Context: an optimization exercise on an open-source flow, tuned for small area and a short achievable clock period. The choices shown serve that exercise and are no tape-out recipe. Where RTL was checked, it was by simulation tests only, not by an equivalence proof against the original. Power and IR drop assume default switching activity.

// RISCuva0
module RISCuva0 ( clk, reset,
                  progAddress, progData, progReset,
                  dataIn, dataOut,
                  portAddress, portRead, portWrite,
                  intReq, intAck );
    input        clk, reset;
    output [9:0] progAddress;
    input [13:0] progData;
    output       progReset;
    input  [7:0] dataIn;
    output [7:0] dataOut;
    output [7:0] portAddress;
    output       portRead;
    output       portWrite;
    input        intReq;
    output       intAck;
    wire [1:0] opA = progData[13:12];
    wire [1:0] opB = progData[11:10];
    wire [1:0] opC = progData[9:8];
    wire [3:0] rM  = progData[7:4];
    wire [3:0] rN  = progData[3:0];
    wire [9:0] immAddr = progData[9:0];
    wire [7:0] immData = progData[11:4];
    wire MISC = (opA == 2'b00);
    wire JP   = (opA == 2'b01);
    wire LOAD = (opA == 2'b10);
    wire ALU  = (opA == 2'b11);
    wire rets    = MISC & (opB == 2'b10);
    wire onRet   = rets & ~opC[1];               
    wire isRETI  = rets & (opC == 2'b01);
    wire isDI    = rets & (opC == 2'b10);
    wire isEI    = rets & (opC == 2'b11);
    wire isCALL  = MISC & (opB == 2'b00);
    wire writeRF = opA[1];                       
    logic [7:0]  rf [0:15];
    logic [11:0] stackMem [0:15];
    logic [3:0]  SP;
    logic [9:0]  PC;
    logic [7:0]  lastPort;      
    logic        zeroFlag, carryFlag;
    logic        userEI, intAckR, callingIRQ;
    wire [7:0] nextPort = lastPort + 8'd1;
    wire [7:0] otherPort = (opC == 2'b01) ? nextPort : {3'b111, progData[8:4]};
    wire [15:0] selN = 16'd1 << rN;
    wire [15:0] selM = 16'd1 << rM;
    wire [7:0] busN, busM;
    RISCuva0_read16 readN (.sel(selN), .d0(rf[0]), .d1(rf[1]), .d2(rf[2]), .d3(rf[3]),
        .d4(rf[4]), .d5(rf[5]), .d6(rf[6]), .d7(rf[7]), .d8(rf[8]), .d9(rf[9]),
        .d10(rf[10]), .d11(rf[11]), .d12(rf[12]), .d13(rf[13]), .d14(rf[14]), .d15(rf[15]), .q(busN));
    RISCuva0_read16p readM (.sel(selM), .d0(rf[0]), .d1(rf[1]), .d2(rf[2]), .d3(rf[3]),
        .d4(rf[4]), .d5(rf[5]), .d6(rf[6]), .d7(rf[7]), .d8(rf[8]), .d9(rf[9]),
        .d10(rf[10]), .d11(rf[11]), .d12(rf[12]), .d13(rf[13]), .d14(rf[14]), .d15(rf[15]), .q(busM),
        .pass(opC == 2'b00), .other(otherPort), .qp(portAddress));
    assign portRead  = ALU & (opB == 2'b11);
  ...
Size: ~1200 cells after synthesis, ~350 flip-flops, roughly 55 I/O pins, ~0.017 mm² of cells after synthesis.
Settings: LEC_CHECK=0, CAP_MARGIN=20, CORE_MARGIN=2, CORE_UTILIZATION=50, CTS_BUF_LIST=sky130_fd_sc_hd__clkbuf_8, CTS_CLUSTER_DIAMETER=50, CTS_CLUSTER_SIZE=16, SETUP_SLACK_MARGIN=2.4, SLEW_MARGIN=20, SYNTH_HIERARCHICAL=1, SYNTH_MINIMUM_KEEP_SIZE=0; clock period 7.0 ns.
standard.sh (not shown) runs the stock make flow with config.mk's settings and CLKGATE_MAP_FILE= SYNTH_SCRIPT=/design/flow/synth_recipe.tcl, a recipe that flattens the netlist after the stock synthesis.
==> flow/flow/run.sh <==
#!/bin/bash
# The standard layout with two changes: plain buf_2 cells as the port buffers
# (instead of the delay cells that buffer_ports picks by default), and clock
# tree synthesis without dummy loads at the clock tree's leaves. Each tool's
# output is in standard.log and orfs/logs/.
set -euo pipefail
bash standard.sh \
  "BUFFER_PORTS_ARGS=-buffer_cell sky130_fd_sc_hd__buf_2" \
  "CTS_ARGS=-sink_clustering_enable -repair_clock_nets -buf_list sky130_fd_sc_hd__clkbuf_8 -sink_clustering_size 16 -sink_clustering_max_diameter 80 -dont_use_dummy_load" \
  finish > standard.log 2>&1
Then changed:
==> flow/flow/run.sh (replaced) <==
#!/bin/bash
# The standard layout, with plain buf_2 cells as the port buffers instead of
# the delay cells that buffer_ports picks by default. Each tool's output is
# in standard.log and orfs/logs/.
set -euo pipefail
bash standard.sh "BUFFER_PORTS_ARGS=-buffer_cell sky130_fd_sc_hd__buf_2" finish > standard.log 2>&1
SETUP_SLACK_MARGIN = 2.5   (was 2.4)
=> The new run produced a clean layout; routed wire length came out lower by 0.36%; core utilization increases by 2.0 points; final cell count grows by 2.8%; combinational power rose by about 1%; clock skew shrinks by 0.025 ns; clock-buffer cell count grows by 13; worst setup slack improved by 0.056 ns; hold slack loses 0.014 ns; non-clock buffer count came out higher by 11; total power rises by 12%.
Then changed:
==> flow/flow/run.sh (replaced) <==
#!/bin/bash
# The standard layout with two changes: plain buf_2 cells as the port buffers
# (instead of the delay cells that buffer_ports picks by default), and clock
# tree synthesis without dummy loads at the clock tree's leaves. Each tool's
# output is in standard.log and orfs/logs/.
set -euo pipefail
bash standard.sh \
  "BUFFER_PORTS_ARGS=-buffer_cell sky130_fd_sc_hd__buf_2" \
  "CTS_ARGS=-sink_clustering_enable -repair_clock_nets -buf_list sky130_fd_sc_hd__clkbuf_8 -sink_clustering_size 16 -sink_clustering_max_diameter 80 -dont_use_dummy_load" \
  finish > standard.log 2>&1
SETUP_SLACK_MARGIN = 2.3   (was 2.5)
Sequential share of layout area climbs by 3.3 points. Register-to-register slack loses 0.16 ns. First-iteration DRC count climbs by 13%. Clock skew climbs by 0.029 ns. Wire length drops by 1.1%. Clock-buffer cell count drops by 13. Final area drops by 6.1%. Critical path depth drops by 2.
Then changed:
--- a/flow/flow/run.sh
+++ b/flow/flow/run.sh
@@ -9 +9 @@
-  "CTS_ARGS=-sink_clustering_enable -repair_clock_nets -buf_list sky130_fd_sc_hd__clkbuf_8 -sink_clustering_size 16 -sink_clustering_max_diameter 80 -dont_use_dummy_load" \
+  "CTS_ARGS=-sink_clustering_enable -repair_clock_nets -buf_list sky130_fd_sc_hd__clkbuf_8 -sink_clustering_size 16 -sink_clustering_max_diameter 50 -dont_use_dummy_load" \
SETUP_SLACK_MARGIN = 2.5   (was 2.3)
What happened:
- The changed run completed without violations
- via count went up by 2.2%
- total power increases by about 6%
- cell count climbs by about 2.4%
- fmax climbs by 4.2%
- clock skew barely changes
- non-clock buffer count is higher by 31
- final area is higher by about 5%
- routed wire length goes up by 1.1%

---

Another version of the RTL of RISCuva0 (not shown whole).
Size in the first run: ~1400 cells after synthesis, about 55 I/O pins.
==> flow/design.v (excerpt) <==
module RISCuva0 ( clk, reset,
                  progAddress, progData, progReset,
                  dataIn, dataOut,
                  portAddress, portRead, portWrite,
                  intReq, intAck );
    input        clk, reset;
    output [9:0] progAddress;
    input [13:0] progData;
    output       progReset;
    input  [7:0] dataIn;
    output [7:0] dataOut;
    output [7:0] portAddress;
    output       portRead;
    output       portWrite;
    input        intReq;
    output       intAck;
    wire [1:0] opA = progData[13:12];
    wire [1:0] opB = progData[11:10];
    wire [1:0] opC = progData[9:8];
    wire [3:0] rM  = progData[7:4];
    wire [3:0] rN  = progData[3:0];
    wire [9:0] immAddr = progData[9:0];
    wire [7:0] immData = progData[11:4];
    wire MISC = (opA == 2'b00);
    wire JP   = (opA == 2'b01);
    wire LOAD = (opA == 2'b10);
    wire ALU  = (opA == 2'b11);
    wire rets    = MISC & (opB == 2'b10);
    wire onRet   = rets & ~opC[1];               
    wire isRETI  = rets & (opC == 2'b01);
    wire isDI    = rets & (opC == 2'b10);
    wire isEI    = rets & (opC == 2'b11);
    wire isCALL  = MISC & (opB == 2'b00);
    wire writeRF = opA[1];                       
    logic [7:0]  rf [0:15];
    logic [11:0] stackMem [0:15];
    logic [3:0]  SP;
    logic [9:0]  PC;
    logic [7:0]  nextPort;
    logic        zeroFlag, carryFlag;
    logic        userEI, intAckR, callingIRQ;
    wire [7:0] busN = rf[rN];
    wire [7:0] busM = rf[rM];
    assign portRead  = ALU & (opB == 2'b11);
    assign portWrite = MISC & (opB == 2'b11);
    assign dataOut   = busN;
    assign portAddress = (opC == 2'b00) ? busM :
                         (opC == 2'b01) ? nextPort : {3'b111, progData[8:4]};
    assign intAck = intAckR;
    logic [7:0] logicALU;
    logic       logicCarry;
    always_comb
        case (opC)
            2'b00: begin logicALU = busM;           logicCarry = carryFlag; end
            2'b01: begin logicALU = busN ~^ busM;   logicCarry = carryFlag; end
            2'b10: begin logicALU = busN | busM;    logicCarry = 1'b0;      end
  ...
make LEC_CHECK=0 CAP_MARGIN=20 CORE_MARGIN=2 CORE_UTILIZATION=40 SETUP_SLACK_MARGIN=2.6 SLEW_MARGIN=20 finish   # period 7.0 ns
run.sh (not shown) runs the stock make flow with config.mk's settings and CLKGATE_MAP_FILE= SYNTH_SCRIPT=/design/flow/synth_recipe.tcl, a recipe that flattens the netlist after the stock synthesis.
Stock flow here: none of the scripts above is used.
Edit:
Settings changed: SETUP_SLACK_MARGIN 2.6 to 2.0.
Outcome: Combinational power decreases by a quarter to a third. Die area is unchanged. Count of clock-buffer cells in the layout increases by 8. Critical path depth increases by 1. Synthesized area does not change. Power decreases by a few percent. Cell area decreases by roughly a tenth. Hold slack hardly moves.
Edit:
==> flow/flow/run.sh (new file) <==
#!/bin/bash
# Standard layout, except that the ports get plain buffers of a chosen size
# (inputs and outputs separately) instead of the delay cells buffer_ports
# picks by default.
set -euo pipefail
here=$(pwd)
res=$here/orfs/results/sky130hd/RISCuva0/base
bash standard.sh synth floorplan > standard_floorplan.log 2>&1
cat > buffer_ports.tcl <<EOT
read_liberty \$::env(FLOW_HOME)/platforms/sky130hd/lib/sky130_fd_sc_hd__tt_025C_1v80.lib
read_db $res/2_floorplan.odb
read_sdc $res/2_floorplan.sdc
remove_buffers
buffer_ports -inputs -buffer_cell sky130_fd_sc_hd__buf_4
buffer_ports -outputs -buffer_cell sky130_fd_sc_hd__buf_2
write_db $res/2_floorplan.odb
EOT
openroad -no_init -exit buffer_ports.tcl > buffer_ports.log 2>&1
bash standard.sh DONT_BUFFER_PORTS=1 finish > standard_finish.log 2>&1
==> flow/standard.sh (new file) <==
#!/bin/bash
# synth_recipe.tcl (not shown) runs the flow's synth.tcl, then flattens the netlist and writes it again
# the make line also repeats each setting of config.mk as NAME=value (left out here)
make -C /OpenROAD-flow-scripts/flow DESIGN_CONFIG=/design/flow/config.mk WORK_HOME=/design/flow/orfs CLKGATE_MAP_FILE= SYNTH_SCRIPT=/design/flow/synth_recipe.tcl "${@:-finish}"
Settings changed: ABC_AREA from default to 1, CORE_UTILIZATION 40 to 50.
removed: flow/run.sh
Via count went up by 8.5%; wire length barely changes; die area came out lower by 21%; sequential power stays flat; setup slack improves by 0.069 ns; first-iteration DRC count is higher by 8.2%.
Edit:
Settings changed: CTS_BUF_LIST from default to sky130_fd_sc_hd__clkbuf_8, CTS_CLUSTER_DIAMETER from default to 50, CTS_CLUSTER_SIZE from default to 16.
The changed run went through all stages and came out clean. Clock power went down by 25%. Core utilization went down by 1.2 points. Area after synthesis does not change. Critical path depth stays the same. Worst setup slack improved by 0.020 ns. Die area is unchanged. Worst hold slack improved by 0.0056 ns. Power went down by 9.9%.
Edit:
==> flow/run.sh (new file) <==
#!/bin/bash
# synth_recipe.tcl (not shown) runs the flow's synth.tcl, then flattens the netlist and writes it again
# the make line also repeats each setting of config.mk as NAME=value (left out here)
make -C /OpenROAD-flow-scripts/flow DESIGN_CONFIG=/design/flow/config.mk WORK_HOME=/design/flow/orfs CLKGATE_MAP_FILE= SYNTH_SCRIPT=/design/flow/synth_recipe.tcl finish
Settings changed: CORE_UTILIZATION 50 to 40, CTS_BUF_LIST sky130_fd_sc_hd__clkbuf_8 to default, CTS_CLUSTER_DIAMETER 50 to default, CTS_CLUSTER_SIZE 16 to default.
removed: flow/flow/run.sh
removed: flow/standard.sh
Effect: The changed run finished with timing, DRC and antenna clean. First-iteration DRC count drops by 1.0%. Combinational power goes up by 15%. Design area came out higher by 9.6%. Global-route usage goes down by 5.9 points. Worst setup slack gets worse by 0.051 ns. Power rose by 13%. Cell count increases by 9.9%. Via count came out higher by 3.2%. Synthesized area does not change. Die area increases by 24%.
Edit:
==> flow/flow/run.sh (new file) <==
#!/bin/bash
# Standard layout, with plain buffers on the ports instead of the delay cells
# buffer_ports picks by default.
set -euo pipefail
bash standard.sh "BUFFER_PORTS_ARGS=-buffer_cell sky130_fd_sc_hd__buf_1" finish > standard.log 2>&1
==> flow/standard.sh (new file) <==
#!/bin/bash
# synth_recipe.tcl (not shown) runs the flow's synth.tcl, then flattens the netlist and writes it again
# the make line also repeats each setting of config.mk as NAME=value (left out here)
make -C /OpenROAD-flow-scripts/flow DESIGN_CONFIG=/design/flow/config.mk WORK_HOME=/design/flow/orfs CLKGATE_MAP_FILE= SYNTH_SCRIPT=/design/flow/synth_recipe.tcl "${@:-finish}"
Settings changed: CORE_UTILIZATION 40 to 50.
removed: flow/run.sh
Wire length stays flat. Hold slack stays flat. Clock-buffer cell count rises by 2. Total power drops slightly.
Function was not checked in any run of this note: the RTL went through the layout flow alone.

---

## alpha
RTL: one of the versions met above, not the one the previous note started from.
Size in the first run: about 1200 cells after synthesis, about 55 I/O pins, about 0.017 mm^2 of cells after synthesis.
==> flow/design.v (excerpt) <==
module RISCuva0 ( clk, reset,
                  progAddress, progData, progReset,
                  dataIn, dataOut,
                  portAddress, portRead, portWrite,
                  intReq, intAck );
==> flow/config.mk <==
export PLATFORM = sky130hd
export DESIGN_NAME = RISCuva0
export DESIGN_NICKNAME = RISCuva0
export VERILOG_FILES = /design/flow/design.v
export SDC_FILE = /design/flow/constraint.sdc
export NUM_CORES = 4
export LEC_CHECK = 0
export CAP_MARGIN = 20
export CORE_MARGIN = 2
export CORE_UTILIZATION = 50
export CTS_BUF_LIST = sky130_fd_sc_hd__clkbuf_8
export CTS_CLUSTER_DIAMETER = 50
export CTS_CLUSTER_SIZE = 16
export SETUP_SLACK_MARGIN = 2.4
export SLEW_MARGIN = 20
export SYNTH_HIERARCHICAL = 1
export SYNTH_MINIMUM_KEEP_SIZE = 0
==> flow/constraint.sdc <==
create_clock -name core_clock -period 7.0 [get_ports {clk}]
set_input_delay 1.4000 -clock core_clock [delete_from_list [all_inputs] [get_ports {clk}]]
set_output_delay 1.4000 -clock core_clock [all_outputs]
set_load 0.01 [all_outputs]
standard.sh (not shown) runs the stock make flow with config.mk's settings and CLKGATE_MAP_FILE= SYNTH_SCRIPT=/design/flow/synth_recipe.tcl, a recipe that flattens the netlist after the stock synthesis.
==> flow/flow/run.sh <==
#!/bin/bash
# The standard layout with two changes: plain buf_2 cells as the port buffers
# (instead of the delay cells that buffer_ports picks by default), and clock
# tree synthesis without dummy loads at the clock tree's leaves. Each tool's
# output is in standard.log and orfs/logs/.
set -euo pipefail
bash standard.sh \
  "BUFFER_PORTS_ARGS=-buffer_cell sky130_fd_sc_hd__buf_2" \
  "CTS_ARGS=-sink_clustering_enable -repair_clock_nets -buf_list sky130_fd_sc_hd__clkbuf_8 -sink_clustering_size 16 -sink_clustering_max_diameter 50 -dont_use_dummy_load" \
  finish > standard.log 2>&1
alpha went all the way through the flow, and no timing, DRC or antenna check failed.
--- input diff alpha..beta ---
Settings: a change of SETUP_SLACK_MARGIN from 2.4 to 2.3; an added PLACE_DENSITY of 0.72.
diff --git a/flow/flow/run.sh b/flow/flow/run.sh
--- a/flow/flow/run.sh
+++ b/flow/flow/run.sh
@@ -9 +9 @@
-  "CTS_ARGS=-sink_clustering_enable -repair_clock_nets -buf_list sky130_fd_sc_hd__clkbuf_8 -sink_clustering_size 16 -sink_clustering_max_diameter 50 -dont_use_dummy_load" \
+  "CTS_ARGS=-sink_clustering_enable -repair_clock_nets -buf_list sky130_fd_sc_hd__clkbuf_8 -sink_clustering_size 16 -sink_clustering_max_diameter 80 -dont_use_dummy_load" \
Results
- Non-clock buffer count (lower): beta
- Re clock slew seen by the registers of the worst setup and hold paths: beta is 0.04 ns up on alpha.
- | pre-CTS setup slack | beta vs alpha | 0.12 ns lower |
- Summary of beta over alpha: placed wire-length estimate after detailed placement fell 4.4%; minimum clock period after layout rose 0.060 ns; worst setup slack after layout fell 0.060 ns; multi-input combinational cell area fell about 2%.
- Compared with alpha, beta shows sequential share of layout area higher by 1.7 points.
- When beta is measured against alpha, its number of cells after detailed placement turns out about 0.6% lower.
- Taking alpha as the reference point, the cell area after placement of beta falls by 0.37%.
- Switching power of the nets: beta lower than alpha

afterwards: timing with drivers on the ports:
The flow's constraints put no driver on any port. The routed layouts listed below were extracted and timed again, unchanged, in two steps. Step 1, drivers: a clkbuf_16 drives clk and a buf_2 each remaining input, both assumed. Step 2 adds t to the input delays and takes it off the output delays; t is the mean of the earliest and latest rising clock arrival at the registers after step 1. Input paths then give back, and output paths get back, about the clock's delay inside the block. Three values: ideal ports, drivers, drivers and shift; two values: the first two.
| run | t (ns) | setup WS [ns] | slew at the worst register clock pin (ns) | cell pins on the clock port's net |
|---|---|---|---|---|
| the first run of note 1 | 0.629 | 2.356 / 2.328 / 1.801 | 0.11 / 0.11 | 1 |
| the second run of note 1 | 0.623 | 2.413 / 2.346 / 1.955 | 0.10 / 0.10 | 1 |
| the third run of note 1 | 0.640 | 2.268 / 2.243 / 1.778 | 0.11 / 0.11 | 1 |
| the fourth run of note 1 | 0.607 | 2.460 / 2.393 / 1.969 | 0.10 / 0.10 | 1 |
| the first run of note 2 | 0.607 | 2.385 / 2.108 / 1.684 | 0.07 / 0.07 | 1 |
| the second run of note 2 | 0.603 | 1.998 / 1.949 / 1.438 | 0.07 / 0.07 | 1 |
| the third run of note 2 | 0.612 | 2.067 / 1.837 / 1.492 | 0.06 / 0.06 | 1 |
| the fourth run of note 2 | 0.615 | 2.088 / 1.855 / 1.529 | 0.10 / 0.10 | 1 |
| the fifth run of note 2 | 0.590 | 2.036 / 2.012 / 1.783 | 0.06 / 0.06 | 1 |
| the sixth run of note 2 | 0.581 | 1.898 / 1.875 / 1.627 | 0.07 / 0.07 | 1 |
| alpha | 0.596 | 2.345 / 2.316 / 1.958 | 0.10 / 0.10 | 1 |
| beta | 0.613 | 2.285 / 2.233 / 1.778 | 0.11 / 0.11 | 1 |
After both steps every run listed still meets setup and hold. The setup slack of the first run of note 2, which loses most, moves by -0.277 ns with the drivers and by -0.701 ns with both steps.
